From an optimization exercise on the open Yosys and OpenROAD flow, aimed at small area; shortcuts taken in it are not production practice. Only simulation tests tie the RTL to the original design; equivalence was not proved. No activity file was given, so power comes from the tool's default toggle rates.

==> flow/config.mk <==
export PLATFORM = sky130hd
export DESIGN_NAME = goStickMan
export DESIGN_NICKNAME = goStickMan
export VERILOG_FILES = /design/flow/design.v
export SDC_FILE = /design/flow/constraint.sdc
export NUM_CORES = 8
export LEC_CHECK = 0
export ABC_AREA = 1
export CAP_MARGIN = 20
export CORE_MARGIN = 2
export CORE_UTILIZATION = 30
export SLEW_MARGIN = 20
==> flow/constraint.sdc <==
create_clock -name core_clock -period 20.0 [get_ports {clk}]
set_input_delay 4.0000 -clock core_clock [delete_from_list [all_inputs] [get_ports {clk}]]
set_output_delay 4.0000 -clock core_clock [all_outputs]
set_load 0.01 [all_outputs]
==> flow/design.v <==
module goStickMan(clk, resetn, go, up, down, plot, x, y, colour, HEX2, HEX1, HEX0);
  input clk;
  input resetn;
  input go, up, down;
  output reg plot;
  output reg [7:0] x;
  output reg [6:0] y;
  output [2:0] colour;
  output [6:0] HEX2, HEX1, HEX0;
  localparam P_W = 3'd0, P_R1 = 3'd1, P_R2 = 3'd2, P_J = 3'd3, P_S = 3'd4, P_E = 3'd5;
  localparam PH_PRE = 2'd0, PH_DRAW = 2'd1, PH_PCLR = 2'd3, PH_CLR = 2'd2;
  reg [2:0] pose;
  reg [1:0] ph;
  reg hold;
  reg [3:0] seg;      
  reg [1:0] pass;     
  reg [9:0] j;        
  reg [11:0] score;
  reg [4:0] b;        
  reg [3:0] fl;       
  reg [3:0] lfsr;
  assign colour = {3{ph[0]}};
  wire game = (pose == P_R1) | (pose == P_R2) | (pose == P_J) | (pose == P_S);
  wire active = (ph == PH_DRAW || ph == PH_CLR) && !hold;
  wire low = (seg[3:2] == 2'b00);                  
  wire [6:0] base = low ? 7'd7 : 7'd47;
  wire [5:0] yr = y - base;
  function [3:0] nib; input [1:0] s; input [11:0] sc;
    nib = (s == 2'd1) ? sc[3:0] : (s == 2'd2) ? sc[7:4] : sc[11:8];
  endfunction
  function [2:0] dbase; input [1:0] s;   
    dbase = (s == 2'd1) ? 3'd0 : (s == 2'd2) ? 3'd2 : 3'd4;
  endfunction
  function [7:0] dbx; input [1:0] s;
    dbx = (s == 2'd1) ? 8'd152 : (s == 2'd2) ? 8'd146 : 8'd140;
  endfunction
  wire [3:0] dcur = nib(seg[1:0], score);
  wire [2:0] col = x[2:0] - dbase(seg[1:0]);
  wire [3:0] nseg = (seg == 4'd9) ? 4'd0 : (seg == 4'd10) ? 4'd4 : seg + 4'd1;
  wire [3:0] dnext = nib(nseg[1:0], score);
  wire rh_n0 = ~x[0];
  wire rh_n1 = ~x[1] & rh_n0;
  wire rh_n2 = ~x[2] & rh_n1;
  wire rh_n3 = ~x[3] & rh_n2;
  wire rh_n4 = ~x[6] & rh_n3;
  wire rh_n5 = ~x[2] & rh_n0;
  wire rh_n6 = ~x[4] & rh_n5;
  wire rh_n7 = pose[0] ? rh_n6 : rh_n4;
  wire rh_n8 = ~x[4] & rh_n1;
  wire rh_n9 = ~x[2];
  wire rh_n10 = ~x[4] & rh_n9;
  wire rh_n11 = pose[0] ? rh_n10 : rh_n8;
  wire rh_n12 = pose[1] ? rh_n11 : rh_n7;
  wire rh_n13 = ~x[6] & rh_n0;
  wire rh_n14 = pose[0] ? rh_n13 : rh_n10;
  wire rh_n15 = pose[2] ? rh_n14 : rh_n12;
  wire rh_n16 = x[0];
  wire rh_n17 = ~x[1] | rh_n16;
  wire rh_n18 = ~x[2] | rh_n17;
  wire rh_n19 = x[1] | rh_n16;
  wire rh_n20 = x[2] | rh_n19;
  wire rh_n21 = x[3] ? rh_n20 : rh_n18;
  wire rh_n22 = ~x[4] | rh_n21;
  wire rh_n23 = x[2] | rh_n0;
  wire rh_n24 = x[2];
  wire rh_n25 = x[3] ? rh_n24 : rh_n23;
  wire rh_n26 = ~x[4] & rh_n25;
  wire rh_n27 = x[5] ? rh_n26 : rh_n22;
  wire rh_n28 = ~x[6] | rh_n27;
  wire rh_n29 = ~pose[0] & rh_n28;
  wire rh_n30 = x[1] & rh_n0;
  wire rh_n31 = pose[0] & rh_n30;
  wire rh_n32 = pose[1] ? rh_n31 : rh_n29;
  wire rh_n33 = x[1] ? rh_n16 : rh_n0;
  wire rh_n34 = x[4] ? rh_n16 : rh_n33;
  wire rh_n35 = ~x[1] & rh_n16;
  wire rh_n36 = x[2] ? rh_n35 : rh_n16;
  wire rh_n37 = x[3] & rh_n36;
  wire rh_n38 = x[2] & rh_n0;
  wire rh_n39 = x[3] ? rh_n38 : rh_n9;
  wire rh_n40 = x[4] ? rh_n39 : rh_n37;
  wire rh_n41 = ~x[2] & rh_n16;
  wire rh_n42 = x[5] ? rh_n41 : rh_n40;
  wire rh_n43 = x[6] & rh_n42;
  wire rh_n44 = pose[0] ? rh_n43 : rh_n34;
  wire rh_n45 = pose[2] ? rh_n44 : rh_n32;
  wire rh_n46 = x[1];
  wire rh_n47 = x[2] & rh_n46;
  wire rh_n48 = ~x[3] & rh_n47;
  wire rh_n49 = x[4] & rh_n48;
  wire rh_n50 = x[1] & rh_n16;
  wire rh_n51 = ~x[2] | rh_n50;
  wire rh_n52 = x[3] & rh_n51;
  wire rh_n53 = ~x[4] & rh_n52;
  wire rh_n54 = x[5] ? rh_n53 : rh_n49;
  wire rh_n55 = x[6] & rh_n54;
  wire rh_n56 = x[4] ? rh_n33 : rh_n38;
  wire rh_n57 = pose[0] ? rh_n56 : rh_n55;
  wire rh_n58 = x[1] | rh_n0;
  wire rh_n59 = x[4] & rh_n58;
  wire rh_n60 = ~x[1] | rh_n0;
  wire rh_n61 = x[4] ? rh_n46 : rh_n60;
  wire rh_n62 = pose[0] ? rh_n61 : rh_n59;
  wire rh_n63 = pose[1] ? rh_n62 : rh_n57;
  wire rh_n64 = ~x[1];
  wire rh_n65 = x[2] ? rh_n1 : rh_n64;
  wire rh_n66 = ~x[3] | rh_n65;
  wire rh_n67 = x[4] | rh_n66;
  wire rh_n68 = x[2] | rh_n64;
  wire rh_n69 = x[5] ? rh_n68 : rh_n67;
  wire rh_n70 = ~x[6] | rh_n69;
  wire rh_n71 = pose[0] ? rh_n70 : rh_n46;
  wire rh_n72 = pose[2] ? rh_n71 : rh_n63;
  wire rh_n73 = x[2] ? rh_n0 : rh_n46;
  wire rh_n74 = x[3] ? rh_n73 : rh_n47;
  wire rh_n75 = x[4] & rh_n74;
  wire rh_n76 = x[5] ? rh_n53 : rh_n75;
  wire rh_n77 = x[6] & rh_n76;
  wire rh_n78 = x[2] & rh_n64;
  wire rh_n79 = x[4] ? rh_n33 : rh_n78;
  wire rh_n80 = pose[0] ? rh_n79 : rh_n77;
  wire rh_n81 = x[4] ? rh_n58 : rh_n50;
  wire rh_n82 = x[1] ? rh_n0 : rh_n16;
  wire rh_n83 = x[4] ? rh_n58 : rh_n82;
  wire rh_n84 = pose[0] ? rh_n83 : rh_n81;
  wire rh_n85 = pose[1] ? rh_n84 : rh_n80;
  wire rh_n86 = ~x[4] | rh_n19;
  wire rh_n87 = ~x[2] & rh_n35;
  wire rh_n88 = x[3] & rh_n87;
  wire rh_n89 = ~x[3] & rh_n5;
  wire rh_n90 = x[4] ? rh_n89 : rh_n88;
  wire rh_n91 = ~x[2] & rh_n64;
  wire rh_n92 = x[5] ? rh_n91 : rh_n90;
  wire rh_n93 = x[6] & rh_n92;
  wire rh_n94 = pose[0] ? rh_n93 : rh_n86;
  wire rh_n95 = pose[2] ? rh_n94 : rh_n85;
  wire rh_n96 = x[2] & rh_n50;
  wire rh_n97 = x[2] ? rh_n64 : rh_n58;
  wire rh_n98 = x[3] ? rh_n97 : rh_n96;
  wire rh_n99 = x[4] ? rh_n74 : rh_n98;
  wire rh_n100 = x[2] ? rh_n64 : rh_n1;
  wire rh_n101 = ~x[2] | rh_n46;
  wire rh_n102 = x[3] ? rh_n101 : rh_n100;
  wire rh_n103 = ~x[4] & rh_n102;
  wire rh_n104 = x[5] ? rh_n103 : rh_n99;
  wire rh_n105 = x[6] & rh_n104;
  wire rh_n106 = x[4] ? rh_n16 : rh_n24;
  wire rh_n107 = pose[0] ? rh_n106 : rh_n105;
  wire rh_n108 = x[4] ? rh_n46 : rh_n17;
  wire rh_n109 = x[4] ? rh_n58 : rh_n60;
  wire rh_n110 = pose[0] ? rh_n109 : rh_n108;
  wire rh_n111 = pose[1] ? rh_n110 : rh_n107;
  wire rh_n112 = x[2] | rh_n58;
  wire rh_n113 = ~x[3] | rh_n112;
  wire rh_n114 = x[2] | rh_n16;
  wire rh_n115 = x[3] | rh_n114;
  wire rh_n116 = x[4] ? rh_n115 : rh_n113;
  wire rh_n117 = x[2] | rh_n46;
  wire rh_n118 = x[5] ? rh_n117 : rh_n116;
  wire rh_n119 = ~x[6] | rh_n118;
  wire rh_n120 = pose[0] ? rh_n119 : rh_n86;
  wire rh_n121 = pose[2] ? rh_n120 : rh_n111;
  wire rh_n122 = ~x[2] | rh_n60;
  wire rh_n123 = x[2] ? rh_n46 : rh_n35;
  wire rh_n124 = x[3] ? rh_n123 : rh_n122;
  wire rh_n125 = ~x[2] | rh_n64;
  wire rh_n126 = x[2] ? rh_n16 : rh_n64;
  wire rh_n127 = x[3] ? rh_n126 : rh_n125;
  wire rh_n128 = x[4] ? rh_n127 : rh_n124;
  wire rh_n129 = x[2] ? rh_n46 : rh_n19;
  wire rh_n130 = x[3] ? rh_n78 : rh_n129;
  wire rh_n131 = x[4] | rh_n130;
  wire rh_n132 = x[5] ? rh_n131 : rh_n128;
  wire rh_n133 = ~x[6] | rh_n132;
  wire rh_n134 = x[4] ? rh_n17 : rh_n24;
  wire rh_n135 = pose[0] ? rh_n134 : rh_n133;
  wire rh_n136 = x[4] ? rh_n35 : rh_n50;
  wire rh_n137 = pose[0] ? rh_n136 : rh_n81;
  wire rh_n138 = pose[1] ? rh_n137 : rh_n135;
  wire rh_n139 = ~x[2] | rh_n16;
  wire rh_n140 = x[3] ? rh_n139 : rh_n23;
  wire rh_n141 = ~x[4] | rh_n140;
  wire rh_n142 = x[5] | rh_n141;
  wire rh_n143 = ~x[6] | rh_n142;
  wire rh_n144 = pose[0] ? rh_n143 : rh_n86;
  wire rh_n145 = pose[2] ? rh_n144 : rh_n138;
  wire rh_n146 = x[4] ? rh_n30 : rh_n9;
  wire rh_n147 = pose[0] & rh_n146;
  wire rh_n148 = x[4] ? rh_n35 : rh_n30;
  wire rh_n149 = ~pose[0] & rh_n148;
  wire rh_n150 = pose[1] ? rh_n149 : rh_n147;
  wire rh_n151 = x[4] & rh_n1;
  wire rh_n152 = ~pose[0] & rh_n151;
  wire rh_n153 = pose[2] ? rh_n152 : rh_n150;
  wire rh_n154 = x[3] | rh_n18;
  wire rh_n155 = x[3] ? rh_n51 : rh_n18;
  wire rh_n156 = ~x[2] | rh_n19;
  wire rh_n157 = x[3] | rh_n156;
  wire rh_n158 = x[4] ? rh_n157 : rh_n155;
  wire rh_n159 = x[3] ? rh_n156 : rh_n18;
  wire rh_n160 = x[4] | rh_n159;
  wire rh_n161 = x[5] ? rh_n160 : rh_n158;
  wire rh_n162 = x[6] ? rh_n161 : rh_n154;
  wire rh_n163 = pose[0] | rh_n162;
  wire rh_n164 = pose[1] | rh_n163;
  wire rh_n165 = ~x[3] | rh_n20;
  wire rh_n166 = x[3] ? rh_n139 : rh_n114;
  wire rh_n167 = x[4] ? rh_n166 : rh_n165;
  wire rh_n168 = x[5] | rh_n167;
  wire rh_n169 = ~x[6] | rh_n168;
  wire rh_n170 = ~pose[0] | rh_n169;
  wire rh_n171 = pose[2] ? rh_n170 : rh_n164;
  wire rh_n172 = x[2] & rh_n30;
  wire rh_n173 = x[3] ? rh_n24 : rh_n172;
  wire rh_n174 = x[2] ? rh_n30 : rh_n1;
  wire rh_n175 = x[2] & rh_n60;
  wire rh_n176 = x[3] ? rh_n175 : rh_n174;
  wire rh_n177 = x[2] & rh_n1;
  wire rh_n178 = x[3] ? rh_n38 : rh_n177;
  wire rh_n179 = x[4] ? rh_n178 : rh_n176;
  wire rh_n180 = x[3] ? rh_n177 : rh_n172;
  wire rh_n181 = ~x[4] & rh_n180;
  wire rh_n182 = x[5] ? rh_n181 : rh_n179;
  wire rh_n183 = x[6] ? rh_n182 : rh_n173;
  wire rh_n184 = ~pose[0] & rh_n183;
  wire rh_n185 = ~pose[1] & rh_n184;
  wire rh_n186 = ~pose[2] & rh_n185;
  wire rh_n187 = x[3] & rh_n2;
  wire rh_n188 = x[3] ? rh_n38 : rh_n5;
  wire rh_n189 = x[4] ? rh_n188 : rh_n187;
  wire rh_n190 = ~x[5] & rh_n189;
  wire rh_n191 = x[6] & rh_n190;
  wire rh_n192 = pose[0] & rh_n191;
  wire rh_n193 = pose[2] & rh_n192;
  wire rh_n194 = ~x[2] & rh_n50;
  wire rh_n195 = x[3] & rh_n194;
  wire rh_n196 = ~x[4] & rh_n195;
  wire rh_n197 = ~x[5] & rh_n196;
  wire rh_n198 = x[6] & rh_n197;
  wire rh_n199 = pose[0] & rh_n198;
  wire rh_n200 = pose[2] & rh_n199;
  wire rh_n201 = x[2] ? rh_n1 : rh_n30;
  wire rh_n202 = ~x[3] | rh_n201;
  wire rh_n203 = x[2] ? rh_n1 : rh_n16;
  wire rh_n204 = x[3] ? rh_n68 : rh_n203;
  wire rh_n205 = x[4] ? rh_n204 : rh_n202;
  wire rh_n206 = x[5] | rh_n205;
  wire rh_n207 = ~x[6] | rh_n206;
  wire rh_n208 = pose[0] & rh_n207;
  wire rh_n209 = pose[2] & rh_n208;
  wire rh_n210 = x[3] & rh_n35;
  wire rh_n211 = x[2] ? rh_n16 : rh_n0;
  wire rh_n212 = x[3] ? rh_n73 : rh_n211;
  wire rh_n213 = x[4] ? rh_n212 : rh_n210;
  wire rh_n214 = ~x[5] & rh_n213;
  wire rh_n215 = x[6] ? rh_n214 : rh_n0;
  wire rh_n216 = pose[0] & rh_n215;
  wire rh_n217 = pose[2] & rh_n216;
  wire rh_n218 = x[2] & rh_n19;
  wire rh_n219 = x[4] ? rh_n64 : rh_n218;
  wire rh_n220 = pose[0] & rh_n219;
  wire rh_n221 = x[4] ? rh_n64 : rh_n19;
  wire rh_n222 = pose[0] ? rh_n219 : rh_n221;
  wire rh_n223 = pose[1] ? rh_n222 : rh_n220;
  wire rh_n224 = x[2] ? rh_n46 : rh_n1;
  wire rh_n225 = x[3] & rh_n224;
  wire rh_n226 = x[4] ? rh_n212 : rh_n225;
  wire rh_n227 = ~x[5] & rh_n226;
  wire rh_n228 = x[6] ? rh_n227 : rh_n0;
  wire rh_n229 = pose[0] & rh_n228;
  wire rh_n230 = pose[2] ? rh_n229 : rh_n223;
  wire rh_n231 = x[4] ? rh_n30 : rh_n177;
  wire rh_n232 = pose[0] & rh_n231;
  wire rh_n233 = x[4] ? rh_n46 : rh_n1;
  wire rh_n234 = pose[0] ? rh_n231 : rh_n233;
  wire rh_n235 = pose[1] ? rh_n234 : rh_n232;
  wire rh_n236 = pose[2] ? rh_n229 : rh_n235;
  wire rh_n237 = x[3] | rh_n20;
  wire rh_n238 = x[3] ? rh_n117 : rh_n211;
  wire rh_n239 = x[4] ? rh_n238 : rh_n237;
  wire rh_n240 = x[5] | rh_n239;
  wire rh_n241 = x[6] ? rh_n240 : rh_n0;
  wire rh_n242 = pose[0] & rh_n241;
  wire rh_n243 = pose[2] ? rh_n242 : rh_n235;
  wire rh_n244 = x[3] ? rh_n224 : rh_n24;
  wire rh_n245 = x[4] ? rh_n212 : rh_n244;
  wire rh_n246 = ~x[5] & rh_n245;
  wire rh_n247 = x[6] ? rh_n246 : rh_n0;
  wire rh_n248 = pose[0] & rh_n247;
  wire rh_n249 = pose[2] ? rh_n248 : rh_n235;
  wire rh_n250 = x[4] & rh_n46;
  wire rh_n251 = pose[0] ? rh_n219 : rh_n250;
  wire rh_n252 = pose[1] ? rh_n251 : rh_n232;
  wire rh_n253 = pose[2] ? rh_n248 : rh_n252;
  wire rh_n254 = ~x[2] | rh_n1;
  wire rh_n255 = x[3] ? rh_n2 : rh_n254;
  wire rh_n256 = ~x[4] | rh_n255;
  wire rh_n257 = x[3] & rh_n100;
  wire rh_n258 = x[4] | rh_n257;
  wire rh_n259 = x[5] ? rh_n258 : rh_n256;
  wire rh_n260 = ~x[6] | rh_n259;
  wire rh_n261 = pose[0] ? rh_n219 : rh_n260;
  wire rh_n262 = ~x[4] | rh_n64;
  wire rh_n263 = ~x[4] & rh_n96;
  wire rh_n264 = pose[0] ? rh_n263 : rh_n262;
  wire rh_n265 = pose[1] ? rh_n264 : rh_n261;
  wire rh_n266 = pose[2] ? rh_n248 : rh_n265;
  wire rh_n267 = x[3] ? rh_n117 : rh_n174;
  wire rh_n268 = x[3] ? rh_n122 : rh_n2;
  wire rh_n269 = x[2] & rh_n33;
  wire rh_n270 = x[3] ? rh_n24 : rh_n269;
  wire rh_n271 = x[4] ? rh_n270 : rh_n268;
  wire rh_n272 = x[2] ? rh_n17 : rh_n58;
  wire rh_n273 = x[2] ? rh_n60 : rh_n35;
  wire rh_n274 = x[3] ? rh_n273 : rh_n272;
  wire rh_n275 = x[4] | rh_n274;
  wire rh_n276 = x[5] ? rh_n275 : rh_n271;
  wire rh_n277 = x[6] ? rh_n276 : rh_n267;
  wire rh_n278 = pose[0] ? rh_n263 : rh_n277;
  wire rh_n279 = ~x[4] & rh_n50;
  wire rh_n280 = pose[1] ? rh_n279 : rh_n278;
  wire rh_n281 = pose[2] ? rh_n248 : rh_n280;
  wire rh_n282 = x[3] ? rh_n24 : rh_n38;
  wire rh_n283 = x[4] ? rh_n282 : rh_n268;
  wire rh_n284 = x[2] ? rh_n60 : rh_n58;
  wire rh_n285 = x[2] ? rh_n60 : rh_n46;
  wire rh_n286 = x[3] ? rh_n285 : rh_n284;
  wire rh_n287 = x[4] | rh_n286;
  wire rh_n288 = x[5] ? rh_n287 : rh_n283;
  wire rh_n289 = x[6] ? rh_n288 : rh_n267;
  wire rh_n290 = pose[0] ? rh_n263 : rh_n289;
  wire rh_n291 = pose[0] | rh_n279;
  wire rh_n292 = pose[1] ? rh_n291 : rh_n290;
  wire rh_n293 = ~x[3] | rh_n224;
  wire rh_n294 = x[4] ? rh_n173 : rh_n293;
  wire rh_n295 = x[5] | rh_n294;
  wire rh_n296 = ~x[6] | rh_n295;
  wire rh_n297 = pose[0] & rh_n296;
  wire rh_n298 = pose[2] ? rh_n297 : rh_n292;
  wire rh_n299 = x[3] ? rh_n24 : rh_n78;
  wire rh_n300 = x[4] ? rh_n299 : rh_n268;
  wire rh_n301 = x[5] ? rh_n287 : rh_n300;
  wire rh_n302 = x[6] ? rh_n301 : rh_n267;
  wire rh_n303 = pose[0] ? rh_n263 : rh_n302;
  wire rh_n304 = ~pose[0] & rh_n279;
  wire rh_n305 = pose[1] ? rh_n304 : rh_n303;
  wire rh_n306 = ~pose[2] & rh_n305;
  wire rh_n307 = x[3] ? rh_n117 : rh_n284;
  wire rh_n308 = ~x[3] | rh_n122;
  wire rh_n309 = x[3] ? rh_n24 : rh_n177;
  wire rh_n310 = x[4] ? rh_n309 : rh_n308;
  wire rh_n311 = x[5] ? rh_n287 : rh_n310;
  wire rh_n312 = x[6] ? rh_n311 : rh_n307;
  wire rh_n313 = x[4] ? rh_n64 : rh_n47;
  wire rh_n314 = pose[0] ? rh_n313 : rh_n312;
  wire rh_n315 = x[4] ? rh_n1 : rh_n46;
  wire rh_n316 = pose[0] ? rh_n221 : rh_n315;
  wire rh_n317 = pose[1] ? rh_n316 : rh_n314;
  wire rh_n318 = ~pose[2] & rh_n317;
  wire rh_n319 = x[2] ? rh_n60 : rh_n1;
  wire rh_n320 = x[3] ? rh_n117 : rh_n319;
  wire rh_n321 = x[3] ? rh_n122 : rh_n24;
  wire rh_n322 = x[4] ? rh_n299 : rh_n321;
  wire rh_n323 = x[3] ? rh_n122 : rh_n112;
  wire rh_n324 = x[4] | rh_n323;
  wire rh_n325 = x[5] ? rh_n324 : rh_n322;
  wire rh_n326 = x[6] ? rh_n325 : rh_n320;
  wire rh_n327 = x[2] & rh_n16;
  wire rh_n328 = x[4] ? rh_n35 : rh_n327;
  wire rh_n329 = pose[0] ? rh_n328 : rh_n326;
  wire rh_n330 = x[4] ? rh_n35 : rh_n17;
  wire rh_n331 = ~pose[0] & rh_n330;
  wire rh_n332 = pose[1] ? rh_n331 : rh_n329;
  wire rh_n333 = ~pose[2] & rh_n332;
  wire rh_n334 = ~x[2] & rh_n46;
  wire rh_n335 = x[3] ? rh_n334 : rh_n319;
  wire rh_n336 = x[3] ? rh_n125 : rh_n112;
  wire rh_n337 = x[4] | rh_n336;
  wire rh_n338 = x[5] ? rh_n337 : rh_n322;
  wire rh_n339 = x[6] ? rh_n338 : rh_n335;
  wire rh_n340 = x[4] ? rh_n30 : rh_n269;
  wire rh_n341 = pose[0] ? rh_n340 : rh_n339;
  wire rh_n342 = pose[1] ? rh_n331 : rh_n341;
  wire rh_n343 = ~pose[2] & rh_n342;
  wire rh_n344 = x[4] ? rh_n24 : rh_n321;
  wire rh_n345 = x[3] | rh_n24;
  wire rh_n346 = x[4] | rh_n345;
  wire rh_n347 = x[5] ? rh_n346 : rh_n344;
  wire rh_n348 = x[6] ? rh_n347 : rh_n320;
  wire rh_n349 = x[2] ? rh_n50 : rh_n16;
  wire rh_n350 = x[4] ? rh_n50 : rh_n349;
  wire rh_n351 = pose[0] ? rh_n350 : rh_n348;
  wire rh_n352 = pose[1] ? rh_n330 : rh_n351;
  wire rh_n353 = x[4] | rh_n293;
  wire rh_n354 = ~x[2] & rh_n60;
  wire rh_n355 = x[5] ? rh_n354 : rh_n353;
  wire rh_n356 = ~x[6] | rh_n355;
  wire rh_n357 = pose[0] & rh_n356;
  wire rh_n358 = pose[2] ? rh_n357 : rh_n352;
  wire rh_n359 = ~x[4] & rh_n349;
  wire rh_n360 = pose[1] ? rh_n330 : rh_n359;
  wire rh_n361 = x[4] ? rh_n39 : rh_n244;
  wire rh_n362 = x[5] ? rh_n194 : rh_n361;
  wire rh_n363 = x[6] ? rh_n362 : rh_n0;
  wire rh_n364 = pose[0] & rh_n363;
  wire rh_n365 = pose[2] ? rh_n364 : rh_n360;
  wire rh_n366 = x[2] & rh_n17;
  wire rh_n367 = ~x[4] & rh_n366;
  wire rh_n368 = pose[1] ? rh_n330 : rh_n367;
  wire rh_n369 = x[5] ? rh_n24 : rh_n361;
  wire rh_n370 = x[6] ? rh_n369 : rh_n0;
  wire rh_n371 = pose[0] & rh_n370;
  wire rh_n372 = pose[2] ? rh_n371 : rh_n368;
  wire rh_n373 = ~x[4] & rh_n47;
  wire rh_n374 = ~x[4] & rh_n46;
  wire rh_n375 = pose[1] ? rh_n374 : rh_n373;
  wire rh_n376 = pose[0] ? rh_n370 : rh_n219;
  wire rh_n377 = pose[2] ? rh_n376 : rh_n375;
  wire rh_n378 = x[4] ? rh_n1 : rh_n96;
  wire rh_n379 = pose[1] ? rh_n279 : rh_n378;
  wire rh_n380 = pose[0] ? rh_n363 : rh_n231;
  wire rh_n381 = pose[2] ? rh_n380 : rh_n379;
  wire rh_n382 = pose[1] ? rh_n279 : rh_n263;
  wire rh_n383 = x[4] | rh_n244;
  wire rh_n384 = x[5] ? rh_n354 : rh_n383;
  wire rh_n385 = x[6] ? rh_n384 : rh_n0;
  wire rh_n386 = pose[0] ? rh_n385 : rh_n231;
  wire rh_n387 = pose[2] ? rh_n386 : rh_n382;
  wire rh_n388 = x[3] ? rh_n24 : rh_n9;
  wire rh_n389 = x[4] ? rh_n388 : rh_n244;
  wire rh_n390 = ~x[5] & rh_n389;
  wire rh_n391 = x[6] ? rh_n390 : rh_n0;
  wire rh_n392 = pose[0] ? rh_n391 : rh_n231;
  wire rh_n393 = pose[2] & rh_n392;
  wire rh_n394 = x[4] ? rh_n1 : rh_n47;
  wire rh_n395 = x[4] ? rh_n0 : rh_n46;
  wire rh_n396 = pose[1] ? rh_n395 : rh_n394;
  wire rh_n397 = ~x[3] & rh_n24;
  wire rh_n398 = x[4] ? rh_n388 : rh_n397;
  wire rh_n399 = ~x[5] & rh_n398;
  wire rh_n400 = x[6] ? rh_n399 : rh_n0;
  wire rh_n401 = pose[0] ? rh_n400 : rh_n231;
  wire rh_n402 = pose[2] ? rh_n401 : rh_n396;
  wire rh_n403 = pose[1] & rh_n395;
  wire rh_n404 = pose[0] ? rh_n400 : rh_n219;
  wire rh_n405 = pose[2] ? rh_n404 : rh_n403;
  wire rh_n406 = x[4] ? rh_n64 : rh_n327;
  wire rh_n407 = x[4] ? rh_n16 : rh_n46;
  wire rh_n408 = pose[1] ? rh_n407 : rh_n406;
  wire rh_n409 = pose[0] ? rh_n400 : rh_n263;
  wire rh_n410 = pose[2] ? rh_n409 : rh_n408;
  wire rh_n411 = x[4] & rh_n30;
  wire rh_n412 = pose[1] ? rh_n407 : rh_n411;
  wire rh_n413 = x[4] | rh_n47;
  wire rh_n414 = pose[2] ? rh_n413 : rh_n412;
  wire rh_n415 = x[4] ? rh_n50 : rh_n24;
  wire rh_n416 = pose[1] ? rh_n407 : rh_n415;
  wire rh_n417 = ~x[4] & rh_n327;
  wire rh_n418 = pose[2] ? rh_n417 : rh_n416;
  wire rh_n419 = x[4] & rh_n16;
  wire rh_n420 = pose[1] & rh_n419;
  wire rh_n421 = pose[2] ? rh_n263 : rh_n420;
  wire rh_n422 = x[4] ? rh_n46 : rh_n16;
  wire rh_n423 = ~x[4] | rh_n16;
  wire rh_n424 = pose[1] ? rh_n423 : rh_n422;
  wire rh_n425 = ~x[4] & rh_n30;
  wire rh_n426 = pose[2] ? rh_n425 : rh_n424;
  wire rh_n427 = ~x[4];
  wire rh_n428 = pose[1] & rh_n427;
  wire rh_n429 = ~pose[2] & rh_n428;
  wire rh_n430 = ~pose[2];
  wire [42:0] rh = {1'b0, rh_n430, rh_n429, rh_n426, rh_n421, rh_n418, rh_n414, rh_n410, rh_n405, rh_n402, rh_n393, rh_n387, rh_n381, rh_n377, rh_n372, rh_n365, rh_n358, rh_n343, rh_n333, rh_n318, rh_n306, rh_n298, rh_n281, rh_n266, rh_n253, rh_n249, rh_n243, rh_n236, rh_n236, rh_n230, rh_n217, rh_n209, rh_n200, rh_n193, rh_n186, rh_n171, rh_n153, rh_n145, rh_n121, rh_n95, rh_n72, rh_n45, rh_n15};
  wire rs_n0 = ~x[4];
  wire rs_n1 = ~x[2] & rs_n0;
  wire rs_n2 = x[1] & rs_n1;
  wire rs_n3 = x[3] & rs_n2;
  wire rs_n4 = x[0];
  wire rs_n5 = ~x[2] & rs_n4;
  wire rs_n6 = ~x[1] & rs_n5;
  wire rs_n7 = x[3] & rs_n6;
  wire rs_n8 = ~x[0];
  wire rs_n9 = x[2] | rs_n8;
  wire rs_n10 = x[1] | rs_n9;
  wire rs_n11 = ~x[3] | rs_n10;
  wire rs_n12 = ~x[1];
  wire rs_n13 = x[1];
  wire rs_n14 = x[2] & rs_n4;
  wire rs_n15 = x[1] | rs_n14;
  wire rs_n16 = x[1] | rs_n5;
  wire rs_n17 = x[3] ? rs_n16 : rs_n15;
  wire rs_n18 = x[3] | rs_n15;
  wire rs_n19 = x[0] & rs_n0;
  wire rs_n20 = x[2] & rs_n19;
  wire rs_n21 = x[4];
  wire rs_n22 = x[2] | rs_n21;
  wire rs_n23 = x[1] ? rs_n22 : rs_n20;
  wire rs_n24 = x[3] ? rs_n23 : rs_n15;
  wire [27:0] rs = {1'b0, 1'b0, 1'b0, 1'b0, 1'b0, 1'b0, 1'b0, 1'b0, 1'b0, 1'b0, 1'b0, 1'b0, 1'b0, 1'b0, rs_n24, rs_n18, rs_n17, 1'b1, 1'b0, rs_n13, rs_n12, 1'b0, 1'b0, 1'b0, rs_n11, rs_n7, rs_n7, rs_n3};
  wire rd_n0 = ~col[2];
  wire rd_n1 = pass[0];
  wire rd_n2 = dcur[0] & rd_n1;
  wire rd_n3 = ~dcur[3] & rd_n2;
  wire rd_n4 = ~dcur[1] & rd_n3;
  wire rd_n5 = ~dcur[2] & rd_n4;
  wire rd_n6 = col[1] ? rd_n5 : rd_n0;
  wire rd_n7 = dcur[0];
  wire rd_n8 = ~dcur[3] & rd_n7;
  wire rd_n9 = ~pass[1];
  wire rd_n10 = ~pass[0] & rd_n9;
  wire rd_n11 = dcur[0] & rd_n10;
  wire rd_n12 = dcur[1] ? rd_n11 : rd_n8;
  wire rd_n13 = ~dcur[2] & rd_n12;
  wire rd_n14 = ~col[1] & rd_n13;
  wire rd_n15 = col[0] ? rd_n14 : rd_n6;
  wire rd_n16 = ~dcur[0];
  wire rd_n17 = ~dcur[1] | rd_n16;
  wire rd_n18 = ~dcur[2] | rd_n17;
  wire rd_n19 = pass[1];
  wire rd_n20 = pass[0] | rd_n19;
  wire rd_n21 = ~dcur[0] | rd_n20;
  wire rd_n22 = ~dcur[1] | rd_n21;
  wire rd_n23 = dcur[2] ? rd_n17 : rd_n22;
  wire rd_n24 = col[1] ? rd_n23 : rd_n18;
  wire rd_n25 = dcur[1] & rd_n16;
  wire rd_n26 = ~dcur[1] | rd_n7;
  wire rd_n27 = dcur[2] ? rd_n26 : rd_n25;
  wire rd_n28 = col[1] | rd_n27;
  wire rd_n29 = col[0] ? rd_n28 : rd_n24;
  wire rd_n30 = dcur[1] & rd_n7;
  wire rd_n31 = dcur[2] & rd_n30;
  wire rd_n32 = ~dcur[1] & rd_n16;
  wire rd_n33 = dcur[2] & rd_n32;
  wire rd_n34 = col[1] ? rd_n33 : rd_n31;
  wire rd_n35 = col[0] ? rd_n33 : rd_n34;
  wire rd_n36 = dcur[1] & rd_n11;
  wire rd_n37 = dcur[1] ? rd_n7 : rd_n16;
  wire rd_n38 = dcur[2] ? rd_n37 : rd_n36;
  wire rd_n39 = col[1] ? rd_n38 : rd_n31;
  wire rd_n40 = dcur[2] & rd_n37;
  wire rd_n41 = col[1] ? rd_n33 : rd_n40;
  wire rd_n42 = col[0] ? rd_n41 : rd_n39;
  wire rd_n43 = dcur[1] ? rd_n16 : rd_n7;
  wire rd_n44 = dcur[2] ? rd_n43 : rd_n22;
  wire rd_n45 = col[1] ? rd_n44 : rd_n18;
  wire rd_n46 = ~dcur[2] | rd_n43;
  wire rd_n47 = dcur[1] | rd_n7;
  wire rd_n48 = ~dcur[2] | rd_n47;
  wire rd_n49 = col[1] ? rd_n48 : rd_n46;
  wire rd_n50 = col[0] ? rd_n49 : rd_n45;
  wire rd_n51 = ~col[2] | rd_n7;
  wire rd_n52 = dcur[1] ? rd_n7 : rd_n51;
  wire rd_n53 = dcur[2] & rd_n52;
  wire rd_n54 = dcur[2] ? rd_n47 : rd_n22;
  wire rd_n55 = col[1] ? rd_n54 : rd_n53;
  wire rd_n56 = dcur[3] | rd_n16;
  wire rd_n57 = dcur[1] | rd_n56;
  wire rd_n58 = dcur[2] ? rd_n47 : rd_n57;
  wire rd_n59 = dcur[2] | rd_n57;
  wire rd_n60 = col[1] ? rd_n59 : rd_n58;
  wire rd_n61 = col[0] ? rd_n60 : rd_n55;
  wire rd_n62 = dcur[1] | rd_n0;
  wire rd_n63 = ~dcur[2] | rd_n62;
  wire rd_n64 = ~dcur[1] & rd_n8;
  wire rd_n65 = ~dcur[2] & rd_n64;
  wire rd_n66 = col[1] ? rd_n65 : rd_n63;
  wire rd_n67 = col[1] ? rd_n33 : rd_n65;
  wire rd_n68 = col[0] ? rd_n67 : rd_n66;
  wire rd_n69 = col[2];
  wire rd_n70 = ~dcur[1] | rd_n69;
  wire rd_n71 = dcur[1] ? rd_n51 : rd_n0;
  wire rd_n72 = dcur[2] ? rd_n71 : rd_n70;
  wire rd_n73 = col[1] ? rd_n65 : rd_n72;
  wire rd_n74 = col[1] & rd_n33;
  wire rd_n75 = col[0] ? rd_n74 : rd_n73;
  wire rd_n76 = dcur[2] ? rd_n0 : rd_n70;
  wire rd_n77 = col[1] ? rd_n65 : rd_n76;
  wire rd_n78 = col[0] ? rd_n74 : rd_n77;
  wire rd_n79 = ~dcur[3] | rd_n7;
  wire rd_n80 = col[2] & rd_n16;
  wire rd_n81 = dcur[1] ? rd_n80 : rd_n79;
  wire rd_n82 = dcur[2] ? rd_n0 : rd_n81;
  wire rd_n83 = dcur[3] ? rd_n16 : rd_n7;
  wire rd_n84 = dcur[1] ? rd_n7 : rd_n83;
  wire rd_n85 = dcur[2] ? rd_n43 : rd_n84;
  wire rd_n86 = col[1] ? rd_n85 : rd_n82;
  wire rd_n87 = dcur[3] & rd_n16;
  wire rd_n88 = ~dcur[1] & rd_n87;
  wire rd_n89 = dcur[2] ? rd_n47 : rd_n88;
  wire rd_n90 = dcur[1] ? rd_n7 : rd_n87;
  wire rd_n91 = dcur[2] | rd_n90;
  wire rd_n92 = col[1] ? rd_n91 : rd_n89;
  wire rd_n93 = col[0] ? rd_n92 : rd_n86;
  wire rd_n94 = ~dcur[3] | rd_n16;
  wire rd_n95 = col[2] | rd_n94;
  wire rd_n96 = col[2] & rd_n7;
  wire rd_n97 = dcur[1] ? rd_n96 : rd_n95;
  wire rd_n98 = dcur[1] | rd_n69;
  wire rd_n99 = dcur[2] ? rd_n98 : rd_n97;
  wire rd_n100 = ~dcur[1] & rd_n7;
  wire rd_n101 = dcur[2] ? rd_n30 : rd_n100;
  wire rd_n102 = col[1] ? rd_n101 : rd_n99;
  wire rd_n103 = dcur[3] & rd_n7;
  wire rd_n104 = ~dcur[1] & rd_n103;
  wire rd_n105 = ~dcur[2] & rd_n104;
  wire rd_n106 = dcur[1] ? rd_n16 : rd_n103;
  wire rd_n107 = dcur[2] ? rd_n32 : rd_n106;
  wire rd_n108 = col[1] ? rd_n107 : rd_n105;
  wire rd_n109 = col[0] ? rd_n108 : rd_n102;
  wire rd_n110 = dcur[1] ? rd_n16 : rd_n8;
  wire rd_n111 = dcur[2] ? rd_n30 : rd_n110;
  wire rd_n112 = col[1] ? rd_n111 : rd_n99;
  wire rd_n113 = col[0] ? rd_n74 : rd_n112;
  wire rd_n114 = dcur[2] ? rd_n30 : rd_n64;
  wire rd_n115 = col[1] ? rd_n114 : rd_n99;
  wire rd_n116 = ~dcur[2] & rd_n25;
  wire rd_n117 = col[1] ? rd_n33 : rd_n116;
  wire rd_n118 = col[0] ? rd_n117 : rd_n115;
  wire rd_n119 = ~dcur[2];
  wire rd_n120 = col[1] ? rd_n114 : rd_n119;
  wire rd_n121 = col[0] ? rd_n74 : rd_n120;
  wire [27:0] rd = {1'b0, rd_n121, rd_n118, rd_n113, rd_n109, rd_n93, rd_n78, rd_n75, rd_n68, rd_n61, 1'b0, 1'b0, 1'b0, 1'b0, 1'b0, 1'b0, 1'b0, 1'b0, 1'b0, 1'b0, 1'b1, 1'b0, rd_n50, rd_n42, rd_n35, 1'b0, rd_n29, rd_n15};
  wire ds_n0 = ~dnext[3];
  wire ds_n1 = dnext[1] | ds_n0;
  wire ds_n2 = ~dnext[1];
  wire ds_n3 = dnext[0] ? ds_n2 : ds_n1;
  wire ds_n4 = dnext[2] | ds_n3;
  wire ds_n5 = dnext[3];
  wire ds_n6 = ~dnext[1] & ds_n5;
  wire ds_n7 = ~dnext[0] & ds_n6;
  wire ds_n8 = ~dnext[2] & ds_n7;
  wire ds_n9 = ~dnext[0];
  wire ds_n10 = dnext[2] ? ds_n9 : ds_n3;
  wire ds_n11 = dnext[1];
  wire ds_n12 = ~dnext[0] & ds_n11;
  wire ds_n13 = dnext[2] ? ds_n2 : ds_n12;
  wire ds_n14 = ~dnext[2] & ds_n11;
  wire ds_n15 = ~dnext[1] & ds_n0;
  wire ds_n16 = dnext[0] ? ds_n15 : ds_n6;
  wire ds_n17 = dnext[0] & ds_n11;
  wire ds_n18 = dnext[2] ? ds_n17 : ds_n16;
  wire ds_n19 = ~dnext[2] & ds_n12;
  wire ds_n20 = dnext[0] & ds_n1;
  wire ds_n21 = dnext[2] ? ds_n17 : ds_n20;
  wire [8:0] ds = {ds_n8, ds_n21, ds_n19, ds_n18, ds_n14, ds_n13, ds_n10, ds_n8, ds_n4};
  wire df_n0 = dcur[0];
  wire df_n1 = ~dcur[0];
  wire df_n2 = dcur[1] ? df_n1 : df_n0;
  wire df_n3 = ~dcur[3] & df_n2;
  wire df_n4 = dcur[1] ? df_n0 : df_n1;
  wire df_n5 = dcur[2] ? df_n4 : df_n3;
  wire df_n6 = dcur[1] & df_n0;
  wire df_n7 = dcur[2] & df_n6;
  wire df_n8 = ~dcur[1] & df_n1;
  wire df_n9 = dcur[2] & df_n8;
  wire df_n10 = ~dcur[2] | df_n2;
  wire df_n11 = ~dcur[1] & df_n0;
  wire df_n12 = ~dcur[3] & df_n11;
  wire df_n13 = ~dcur[2] & df_n12;
  wire df_n14 = dcur[1] | df_n1;
  wire df_n15 = dcur[3] | df_n14;
  wire df_n16 = dcur[2] | df_n15;
  wire [6:0] df = {df_n16, df_n13, df_n13, df_n10, df_n9, df_n7, df_n5};
  wire h0_n0 = score[2];
  wire h0_n1 = ~score[1] & h0_n0;
  wire h0_n2 = ~score[3];
  wire h0_n3 = ~score[2] & h0_n2;
  wire h0_n4 = ~score[1] & h0_n3;
  wire h0_n5 = score[0] ? h0_n4 : h0_n1;
  wire h0_n6 = score[1] & h0_n0;
  wire h0_n7 = score[0] ? h0_n1 : h0_n6;
  wire h0_n8 = ~score[2];
  wire h0_n9 = score[1] & h0_n8;
  wire h0_n10 = ~score[0] & h0_n9;
  wire h0_n11 = score[1] ? h0_n0 : h0_n8;
  wire h0_n12 = score[0] ? h0_n11 : h0_n1;
  wire h0_n13 = score[0] | h0_n1;
  wire h0_n14 = score[1] | h0_n3;
  wire h0_n15 = score[0] ? h0_n14 : h0_n9;
  wire h0_n16 = score[1] ? h0_n0 : h0_n3;
  wire h0_n17 = score[0] ? h0_n16 : h0_n4;
  wire [6:0] h0 = {h0_n17, h0_n15, h0_n13, h0_n12, h0_n10, h0_n7, h0_n5};
  wire h1_n0 = score[6];
  wire h1_n1 = ~score[5] & h1_n0;
  wire h1_n2 = ~score[7];
  wire h1_n3 = ~score[6] & h1_n2;
  wire h1_n4 = ~score[5] & h1_n3;
  wire h1_n5 = score[4] ? h1_n4 : h1_n1;
  wire h1_n6 = score[5] & h1_n0;
  wire h1_n7 = score[4] ? h1_n1 : h1_n6;
  wire h1_n8 = ~score[6];
  wire h1_n9 = score[5] & h1_n8;
  wire h1_n10 = ~score[4] & h1_n9;
  wire h1_n11 = score[5] ? h1_n0 : h1_n8;
  wire h1_n12 = score[4] ? h1_n11 : h1_n1;
  wire h1_n13 = score[4] | h1_n1;
  wire h1_n14 = score[5] | h1_n3;
  wire h1_n15 = score[4] ? h1_n14 : h1_n9;
  wire h1_n16 = score[5] ? h1_n0 : h1_n3;
  wire h1_n17 = score[4] ? h1_n16 : h1_n4;
  wire [6:0] h1 = {h1_n17, h1_n15, h1_n13, h1_n12, h1_n10, h1_n7, h1_n5};
  wire h2_n0 = score[10];
  wire h2_n1 = ~score[9] & h2_n0;
  wire h2_n2 = ~score[11];
  wire h2_n3 = ~score[10] & h2_n2;
  wire h2_n4 = ~score[9] & h2_n3;
  wire h2_n5 = score[8] ? h2_n4 : h2_n1;
  wire h2_n6 = score[9] & h2_n0;
  wire h2_n7 = score[8] ? h2_n1 : h2_n6;
  wire h2_n8 = ~score[10];
  wire h2_n9 = score[9] & h2_n8;
  wire h2_n10 = ~score[8] & h2_n9;
  wire h2_n11 = score[9] ? h2_n0 : h2_n8;
  wire h2_n12 = score[8] ? h2_n11 : h2_n1;
  wire h2_n13 = score[8] | h2_n1;
  wire h2_n14 = score[9] | h2_n3;
  wire h2_n15 = score[8] ? h2_n14 : h2_n9;
  wire h2_n16 = score[9] ? h2_n0 : h2_n3;
  wire h2_n17 = score[8] ? h2_n16 : h2_n4;
  wire [6:0] h2 = {h2_n17, h2_n15, h2_n13, h2_n12, h2_n10, h2_n7, h2_n5};
  reg [42:0] t;
  always @(*) begin
    if (!low) t = rh;
    else if (seg[1:0] == 2'd0) t = {15'd0, rs};
    else t = {15'd0, rd};
  end
  wire [32:0] m = t[42:10];
  wire [2:0] dxn = t[9:7];
  wire [5:0] ytn = t[6:1];
  wire last = t[0];
  reg [32:0] lm;
  integer k;
  always @(*) for (k = 0; k < 33; k = k + 1) lm[k] = (k < yr);
  wire [32:0] below = m & lm;
  wire any = |below;
  reg [5:0] rn;
  always @(*) begin
    rn = 6'd0;
    for (k = 0; k < 33; k = k + 1) if (below[k]) rn = k;
  end
  wire end_scan = !any & last;
  wire [6:0] sy = base + (any ? rn : ytn);
  wire [7:0] sx = any ? x : x - {5'd0, dxn};
  wire [1:0] bj = 2'd0 - seg[1:0];                  
  wire col_end = (x[2:0] == {b[1:0], 1'b0});
  wire row_end = (y[3:0] == (fl[bj] ? 4'd8 : 4'd1));
  wire blkseg = (seg >= 4'd5) && (seg <= 4'd8);
  wire wrap = low && (seg[1:0] != 2'd0) && (pass != 2'd2);
  wire seg_end = (seg >= 4'd9) || (blkseg ? (col_end & row_end) : (end_scan & !wrap));
  wire frame_end = (seg == 4'd4 && pose == P_W && x == 8'd48 && y == 7'd57) ||
                   (seg == 4'd4 && pose == P_E && x == 8'd62 && y == 7'd49) ||
                   (seg == 4'd8 && row_end && x[2:0] == {b[1:0], 1'b1});
  wire [1:0] nbj = 2'd0 - nseg[1:0];
  reg [7:0] nx; reg [6:0] ny; reg [1:0] npass;
  always @(*) begin
    npass = pass;
    if (seg_end) begin
      case (nseg)
        4'd0: begin nx = 8'd157; ny = 7'd11; end
        4'd1, 4'd2, 4'd3: begin nx = dbx(nseg[1:0]) + ds[8:6]; ny = 7'd15 + ds[5:2]; npass = ds[1:0]; end
        4'd4:
          case (pose)
            P_W: begin nx = 8'd112; ny = 7'd64; end
            P_R1: begin nx = 8'd19; ny = 7'd75; end
            P_R2: begin nx = 8'd18; ny = 7'd66; end
            P_J: begin nx = 8'd19; ny = 7'd57; end
            P_S: begin nx = 8'd19; ny = 7'd79; end
            default: begin nx = 8'd100; ny = 7'd73; end
          endcase
        4'd5: begin nx = {b, 1'b0} + 8'd124; ny = fl[3] ? 7'd54 : 7'd79; end
        default: begin nx = x - 8'd36; ny = fl[nbj] ? 7'd54 : 7'd79; end
      endcase
    end else if (blkseg) begin
      if (col_end) begin nx = x + 8'd4; ny = y - 7'd1; end
      else begin nx = x - 8'd1; ny = y; end
    end else if (end_scan) begin  
      npass = pass + 2'd1;
      if (pass == 2'd0) begin nx = dbx(seg[1:0]) + 8'd1; ny = 7'd24; end
      else begin nx = dbx(seg[1:0]) + df[6:4]; ny = 7'd15 + df[3:0]; end
    end else begin nx = sx; ny = sy; end
  end
  wire collide = game & (ph == PH_CLR) & (b >= 5'd4) & (b <= 5'd9) & (fl[0] ? (pose != P_S) : (pose != P_J));
  reg [2:0] npose; reg [1:0] nph; reg nhold; reg [3:0] nsg; reg [9:0] nj;
  always @(*) begin
    npose = pose; nph = ph; nhold = hold; nj = 10'd0;
    nsg = (active && seg_end) ? nseg : seg;
    case (ph)
      PH_PRE: begin nph = PH_DRAW; nsg = (pose == P_W) ? 4'd10 : 4'd9; nhold = 1'b0; end
      PH_DRAW: begin
        if (pose == P_W) begin
          if (hold) begin
            nj = j + 10'd1;
            if (j == 10'd213) begin
              nj = 10'd0;
              if (go) begin nph = PH_PCLR; nhold = 1'b0; end
            end
          end else if (frame_end) begin
            if (go) nph = PH_PCLR;
            else nhold = 1'b1;
          end
        end else if (frame_end) nph = PH_PCLR;
      end
      PH_PCLR: begin
        nsg = (pose == P_W) ? 4'd10 : 4'd9;
        if (pose == P_W) begin if (!go) nph = PH_CLR; end
        else if (pose == P_E) begin if (go) nph = PH_CLR; end
        else begin
          nj = j + 10'd1;
          if (j == 10'd600) nph = PH_CLR;
        end
      end
      default: begin  
        if (pose == P_E) begin
          if (hold) begin
            nj = j + 10'd1;
            if (j == 10'd365) begin
              nj = 10'd0;
              if (!go) begin npose = P_W; nph = PH_PRE; nhold = 1'b0; end
            end
          end else if (frame_end) begin
            if (!go) begin npose = P_W; nph = PH_PRE; end
            else nhold = 1'b1;
          end
        end else if (frame_end) begin
          nph = PH_PRE;
          if (pose == P_W) npose = P_R1;
          else if (collide) npose = P_E;
          else if (up) npose = P_J;
          else if (down) npose = P_S;
          else if (pose == P_R1) npose = P_R2;
          else npose = P_R1;
        end
      end
    endcase
  end
  always @(posedge clk) begin
    if (!resetn) begin
      pose <= P_W; ph <= PH_PRE;
    end else begin
      pose <= npose; ph <= nph;
    end
    hold <= nhold; seg <= nsg; j <= nj;
    if (active) begin x <= nx; y <= ny; pass <= npass; end
  end
  always @(posedge clk) begin
    if (!resetn) plot <= 1'b0;
    else plot <= (ph == PH_DRAW) | (ph == PH_CLR) | (ph == PH_PCLR && pose == P_W);
  end
  wire score_inc = game & (ph == PH_CLR) & frame_end & !collide & (b < 5'd3);
  always @(posedge clk) begin
    if (!resetn || (pose == P_W && ph == PH_DRAW)) score <= 12'd0;
    else if (score_inc) begin
      score[3:0] <= score[3:0] + 4'd1;
      if (score[3:0] == 4'd9) begin score[7:4] <= score[7:4] + 4'd1; score[3:0] <= 4'd0; end
      if (score[7:4] == 4'd9) begin score[7:4] <= 4'd0; score[11:8] <= score[11:8] + 4'd1; end
      if (score[11:8] == 4'd9) score[11:8] <= 4'd0;
    end
  end
  wire brst = !resetn || (pose == P_W && (ph == PH_PRE || ph == PH_DRAW));
  always @(posedge clk) begin
    if (brst) begin
      b <= 5'd25; fl <= 4'b1010; lfsr <= 4'd0;
    end else begin
      lfsr <= {lfsr[2:0], ~(lfsr[3] ^ lfsr[2])};
      if (game && ph == PH_PRE) begin
        if (b < 5'd3) begin b <= b + 5'd17; fl <= {lfsr[0], fl[3:1]}; end
        else b <= b - 5'd3;
      end
    end
  end
  assign HEX0 = h0;
  assign HEX1 = h1;
  assign HEX2 = h2;
endmodule
==> flow/run.sh <==
#!/bin/bash
# synth_recipe.tcl (not shown) runs the flow's synth.tcl, then flattens the netlist and writes it again
# the make line also repeats each setting of config.mk as NAME=value (left out here)
make -C /OpenROAD-flow-scripts/flow DESIGN_CONFIG=/design/flow/config.mk WORK_HOME=/design/flow/orfs CLKGATE_MAP_FILE= SYNTH_SCRIPT=/design/flow/synth_recipe.tcl finish
==> results.sh <==
export IMPL_synth_seq_cells=63
export IMPL_core_area_sq_um=31640
export IMPL_netlist_top_cells_area="nand2_1 14%, ha_1 9.2%, dfxtp_1 8.5%"
export IMPL_fin_ws_ns=14.00
export IMPL_drive_above_1_share_pct=5.614
export IMPL_worstPathCellList="inv_1, o311ai_0, clkdlybuf4s50_1"
export IMPL_cp_required_ns=16.00
export IMPL_cts_resized=0
export IMPL_cts_buffer_depth=2
export IMPL_cts_setup_buffers=0
export IMPL_yosys_area_top_type_share_pct=14.48
export IMPL_wl_met2_microns=17610
export IMPL_path_class="register to output port"
export IMPL_htreeDepth=3
export IMPL_synth_most_common_cell="nand2_1"
export IMPL_place_hpwl_microns=31490
export IMPL_cts_inserted_buffers=9
export IMPL_worstPathMaxFanout=9
export IMPL_die_w_microns=183.6
export IMPL_clk_latency_ns=0.34
export IMPL_nNetsFinal=1695
export IMPL_leakage_nw=4.778
export IMPL_async_flop_share_pct=0
export IMPL_postRouteAntennaNets=0
export IMPL_dp_slack_ns=14.33
export IMPL_initialDrtViolationCount=1438
export IMPL_syn_cell_area_sq_um=9672
export IMPL_synth_nets=1706
export IMPL_crit_family="buffers and inverters"
export IMPL_grt_pass1_wl_microns=61000
export IMPL_critPathCaptureType="output port"
export IMPL_ff2ff_setup_slack_ns=14.25
export IMPL_grt_max_degree=48
export IMPL_met3_length_microns=3801
export IMPL_num_rows=65
export IMPL_dieArea_sq_um=33690
export IMPL_die_y_microns=183.6
export IMPL_clock_fmax_mhz=166.6
export IMPL_grt_usage_pct=23.27
export IMPL_min_delay_start="lfsr[1]"
export IMPL_path_clk_slew_ns=0.05
export IMPL_floorplan_initialDensity_pct=30.57
export IMPL_relSlewSlack_pct=19.26
export IMPL_timing_rr_end="y[0]"
export IMPL_cts_sinks=63
export IMPL_outcome="timing/DRC/antenna clean"
export IMPL_grt_pass1_vias=10670
export IMPL_wl_per_cell_microns=19.82
export IMPL_yosysSeqAreaShare_pct=15.32
export IMPL_startpoint="score[4]"
export IMPL_vias=11630
export IMPL_yosys_warnings=1
export IMPL_rsz0062_at_grt="no"
export IMPL_worstSetupEndpoint="HEX1[5]"
export IMPL_maxSlewViolCount=0
export IMPL_grt_antenna_before_repair=0
export IMPL_worst_path_stages=3
export IMPL_dr_pass1_iters=6
export IMPL_worst_slew_pin_transition_ns=1.196
export IMPL_synthFlopType="dfxtp_1"
export IMPL_drv_cap=0
export IMPL_synth_top_cell_by_area="nand2_1"
export IMPL_finalClockSkew_ns=0.006013
export IMPL_timing_rr_start="x[0]"
export IMPL_powerDensity_nw_per_um2=182.6
export IMPL_avgSynthCellArea_sq_um=5.945
export IMPL_crit_arrival_ns=2.00
export IMPL_highest_layer="met4"
export IMPL_final_min_clock_period_ns=6.001
export IMPL_slowest_stage="clkdlybuf4s50_1"
export IMPL_synth_common_cells="373 x nand2_1, 212 x inv_1, 192 x nor2_1"
export IMPL_synthDistinctLibCells=66
export IMPL_setup_total_negative_slack_ns=0
export IMPL_synth_edf_count=22
export IMPL_critPathLaunchType="register"
export IMPL_area_growth_pct=8.642
export IMPL_io_buffers=44
export IMPL_cts_tree="built"
export IMPL_wl_met1_microns=16750
export IMPL_synth_cells=1627
export IMPL_ff2ff_path_depth=24
export IMPL_grt_ovfl_total=0
export IMPL_ioPinCount=45
export IMPL_post_route_period_util_pct=30.00
export IMPL_hold_buffers=0
export IMPL_path_buf_inv=2
export IMPL_viasPerCell=5.745
export IMPL_setup_viol_count_final=0
export IMPL_hold_violations=0
export IMPL_root_buffer="clkbuf_16"
export IMPL_wl_microns=40110
export IMPL_drc=0
export IMPL_globalplace_congestion=1.083
export IMPL_cpPeakStageDelay_ns=0.61
export IMPL_vdd_drop_max_v=0.00006185
export IMPL_hold_path_class="register to register"
==> area by class of cell <==
class,instances,area [sq um]
flip-flops and latches,63,1481
clock buffers,11,232.7
diodes,1,2.502
clock inverters,5,25.02
inverters,238,895.9
repair buffers,53,508.0
fillers,3493,21130
well taps,402,503.0
multi-input cells,1251,6859
==> worst register-to-register path: stages, from the launching register on <==
cell,delay [ns]
edfxtp_1,0.81
inv_2,0.39
ha_1,0.41
nand2_1,0.17
inv_1,0.11
a21oi_1,0.39
o21ai_1,0.15
nand2_1,0.13
a21oi_2,0.07
o211ai_2,0.11
and2_1,0.16
nand2_1,0.09
a2111oi_0,0.55
nand3_1,0.21
inv_2,0.13
nand2_4,0.08
inv_4,0.09
nand2_4,0.09
inv_2,0.22
o211ai_2,0.14
nand2_4,0.25
inv_2,0.20
nand2_1,0.15
nand2_1,0.07
inv_1,0.24
==> worst min path at each step <==
stage / endpoint / slack [ns] / depth (start not counted)
final: lfsr[2] / 0.41 / 2
after CTS: lfsr[2] / 0.42 / 2
after global placement: lfsr[2] / 0.40 / 2
after floorplan: lfsr[2] / 0.39 / 2
after detailed placement: lfsr[2] / 0.41 / 2
after global routing: lfsr[2] / 0.46 / 2
==> stage by stage <==
stage	utilization, %	total power [mW]	instances	area (sq um)	hold WS (ns)
finish	33.21	1.919	2024	10510	0.4113
floorplan	-	1.281	1627	9672	0.3936
detailed placement	32.37	1.723	2007	10240	0.4066
CTS	33.19	1.871	2023	10500	0.4156
global placement	32.37	1.739	2007	10240	0.4039
global route	33.21	2.065	2023	10510	0.4586
==> sequential cells by signal, summed over array words and instances (netlist names), 2 cells and up <==
| signal | flops |
|---|---|
| pose | 3 |
| pass | 2 |
| b | 5 |
| y | 7 |
| ph | 2 |
| seg | 4 |
| score | 12 |
| lfsr | 4 |
| j | 10 |
| x | 8 |
| fl | 4 |
==> cells by family (layout without fill, tap and decap cells) <==
logic type / Yosys count / after routing / share of synthesized area, %
buf+inv: 313 / 307 / 13.82
flops: 63 / 63 / 15.32
compound gates: 397 / 397 / 25.03
simple gates: 747 / 747 / 32.85
fa+ha+maj: 74 / 74 / 9.806
xor+xnor: 33 / 33 / 3.182
other cells: 0 / 1 / 0
==> routing by layer <==
layer / GRT usage, % / up-vias
met5: 0 / -
li1: - / 5420
met4: 11.04 / 0
met3: 4.299 / 117
met2: 36.82 / 668
met1: 30.54 / 5422
==> power breakdown <==
| group | internal, mW | switching (mW) |
|---|---|---|
| Clock | 0.0826 | 0.0557 |
| Combinational | 0.473 | 1.08 |
| Sequential | 0.183 | 0.0477 |
| Total | 0.739 | 1.18 |
==> cells in the final DEF (no fill, tap or decap), drive strengths merged, types with 6 or more instances in the layout <==
cell type | synthesis | layout
clkbuf | 20 | 11
o31ai | 10 | 10
a21oi | 113 | 113
o211ai | 30 | 30
nand4 | 17 | 17
o21ai | 144 | 144
xor2 | 29 | 29
o221ai | 7 | 7
nand3 | 81 | 81
nor2 | 205 | 205
dfxtp | 41 | 41
buf | 55 | 9
a211oi | 8 | 8
or2 | 6 | 6
inv | 235 | 235
nor4 | 8 | 8
nand2 | 382 | 382
edfxtp | 22 | 22
o22ai | 9 | 9
clkdlybuf4s50 | 0 | 44
ha | 71 | 71
clkinv | 3 | 8
a31oi | 21 | 21
nor3 | 42 | 42
o311ai | 9 | 9

what the ideal ports hide:
How much do the figures lean on ideal ports? The routed layout below was timed once more, with nothing changed but the port constraints. Step 1: set_driving_cell puts a clkbuf_16 on clk and a buf_2 on each other input, an assumption about the parent block. Step 2 adds t to the input delays and takes it off the output delays; t is the mean of the earliest and latest rising clock arrival at the registers after step 1. Input paths then give back, and output paths get back, about the clock's delay inside the block. Three values: ideal, step 1, step 2; two values: the first two.
t (ns): 0.377
setup slack, ns: 13.999 / 13.956 / 14.250
worst slew at a driven data input, ns: 0.03
After both steps this run still meets setup and hold. The setup slack of this run moves by -0.043 ns with the drivers and by +0.251 ns with both steps.
